Source: an optimization exercise on an open RTL-to-GDS flow (aim: small area and a short achievable clock period). Production flows keep margins and buffers that such runs may drop. In this exercise RTL edits were held to simulation tests only and were not proved equivalent to the original. No activity file was given, so power comes from the tool's default toggle rates.

Setup of run A:
==> flow/design.v (excerpt) <==
module game_2048(
   input wire clk,
   input wire [3:0] btn,
   input wire start,
   input wire load,
   input wire [63:0] load_board,
   output wire [63:0] Board_out,
   output wire full,
   output wire ifEnd,
   output wire success
    );
   reg [63:0] temp;
   wire [63:0] InitialBoard;
   wire [63:0] next;
   wire [15:0] nz;
   wire [23:0] adj_eq;
   wire st = start;
   wire ld = ~start & load;
   wire mv = ~start & ~load;
   wire dR = mv & btn[0];
   wire dL = mv & ~btn[0] & btn[1];
   wire dU = mv & ~btn[0] & ~btn[1] & btn[2];
   wire dD = mv & ~btn[0] & ~btn[1] & ~btn[2] & btn[3];
   wire hold = mv & ~(|btn);
   StartGame d0(.start(start), .Board(InitialBoard));
   Event d1(.slots(temp), .dR(dR), .dL(dL), .dU(dU), .dD(dD), .hold(hold), .ld(ld), .st(st),
            .load_board(load_board), .init_board(InitialBoard), .next(next), .nz(nz), .adj_eq(adj_eq));
   CheckBoard d2(.slots(temp), .nz(nz), .adj_eq(adj_eq), .over(ifEnd), .full(full), .success(success));
   always @(posedge clk)
      temp <= next;
   assign Board_out = temp;
endmodule
clock: 11.0 ns
lec_check: 0
abc_area: 1
cap_margin: 20
core_margin: 2
core_utilization: 40
slew_margin: 20
standard.sh (not shown) runs the stock make flow with config.mk's settings and CLKGATE_MAP_FILE= SYNTH_SCRIPT=/design/flow/synth_recipe.tcl, a recipe that flattens the netlist after the stock synthesis.
==> flow/flow/run.sh <==
#!/bin/bash
# Layout flow: the standard flow with small port buffers and a timing repair
# that aims for 5.8 ns of setup slack (the clock period and constraints are unchanged).
export BUFFER_PORTS_ARGS="-buffer_cell sky130_fd_sc_hd__buf_1"
export SETUP_SLACK_MARGIN=5.8
bash standard.sh > standard.log 2>&1
For run B, these inputs were changed with respect to run A:
Settings: CTS_BUF_LIST now sky130_fd_sc_hd__clkbuf_8, previously not set.
==> flow/flow/run.sh <==
#!/bin/bash
# Layout flow: the standard flow with small port buffers and a timing repair
# that aims for 6 ns of setup slack (the clock period and constraints are unchanged).
export BUFFER_PORTS_ARGS="-buffer_cell sky130_fd_sc_hd__buf_1"
export SETUP_SLACK_MARGIN=6
bash standard.sh > standard.log 2>&1
==> comparison <==
Looking at insertion delay to the later sink of the worst-skew pair, run B sits 70 ps above run A. Run B vs run A, maximum clock skew at final layout went up by 8.3 ps. Of run A and run B, the run reporting the lower number of search-and-repair iterations in the first detailed-routing pass was run A. Est. power | run B vs run A | run B higher.
Setup changes, run B to run C
Settings: a deleted CTS_BUF_LIST that had been sky130_fd_sc_hd__clkbuf_8; an added PLACE_DENSITY of 0.75.
- Run B → run C: sequential fraction of design power now larger, total of cells resized after clock tree synthesis now smaller, global-route wire length before repair now smaller.
- Run C -> run B: summed instance area of the synthesized netlist delta 0, exact match
- Re slew at the pin with the worst max-slew slack: run B and run C aren't equal, and the higher value belongs to run B.
- Compared with run B, run C shows a largest stage delay on the critical path that is 290 ps lower.
- Run C reports its top metal layer carrying routed signals as met4 while run B reports met5.
- Status: total placed cells including tap cells parity (run B, run C)
- Run C: combinational group share of total power 1.6 points below run B
diff inputs: run C => run D
Settings: PLACE_DENSITY removed (was 0.75).
Findings:
- Summary: worst hold slack, run D better than run C
- Per the comparison of run D with run C, final critical-path setup slack fell by 97 ps, filler-free cell count of the finished design fell by about 2%.
- [run D] non-clock buffer count fell 59 relative to run C
- Post-route cell area delta (run D − run C): favourable
- Clock latency of the later-clocked register in the worst-skew pair essentially unchanged between run C and run D.
- Comparing run C against run D, there is no change at all in synthesized cell count.
- Looking at met3 capacity usage during global routing, run D sits 1.2 points lower than run C does.
- Between run D and run C, path length in cells of the critical path is lower for run D, run C comes in above that.
- Total die area essentially unchanged between run C and run D.
- On via count: between run D and run C, it ends up higher for run C.

Setup of v6:
Starting RTL as in the previous note.
Settings: LEC_CHECK=0, ABC_AREA=1, CAP_MARGIN=20, CORE_MARGIN=2, CORE_UTILIZATION=50, SLEW_MARGIN=20; clock period 11.0 ns.
==> flow/flow/run.sh <==
#!/bin/bash
# Layout flow: the standard flow with small port buffers and a timing repair
# that aims for 6 ns of setup slack (the clock period and constraints are unchanged).
export BUFFER_PORTS_ARGS="-buffer_cell sky130_fd_sc_hd__buf_1"
export SETUP_SLACK_MARGIN=6
bash standard.sh > standard.log 2>&1
v6: all stages complete, timing, DRC and antenna checks passed
#### Input delta (v7 over v6)
Settings: CORE_UTILIZATION changed from 50 to 40; GPL_TIMING_DRIVEN newly set to 0.
==> summary.txt <==
- v6 was carried through to the last stage, and its layout satisfied the timing, design-rule and antenna checks.
- v7 closes out successfully: all stages finished, all timing, DRC and antenna checks passed.
- v7 against v6: fraction of area in multi-input gates went down by 3.0 points; setup slack lower.
- On power: between v6 and v7, it ends up lower for v6.
- v7 ended up with a higher combinational share of power than v6 did.

separate check: timing with driven ports:
The results above use ideal ports. As a check the final layouts listed here were re-extracted and re-timed, cells and wires unchanged.
Step 1: set_driving_cell puts a clkbuf_16 on clk and a buf_2 on each other input, an assumption about the parent block.
Step 2 also shifts input and output timing later by t, the mid clock arrival at the registers, as if the neighbouring blocks saw the same clock.
a / b / c = no drivers / after step 1 / after step 2; a / b = the first two.
run	t (ns)	setup WS [ns]	worst setup path at the end	latest minus earliest clock arrival (ns)	cell pins on the clock port's net
run A	0.449	5.654 / 5.598 / 5.489	input to register	0.025 / 0.024	1
run B	0.512	5.943 / 5.888 / 5.643	input to register	0.034 / 0.033	1
run C	0.455	5.876 / 5.824 / 5.623	input to register	0.014 / 0.013	1
run D	0.460	5.779 / 5.723 / 5.695	input to register	0.030 / 0.030	1
v6	0.435	5.867 / 5.812 / 5.571	input to register	0.016 / 0.016	1
v7	0.448	5.779 / 5.721 / 5.479	input to register	0.011 / 0.012	1
After both steps setup and hold are still met in every run listed.
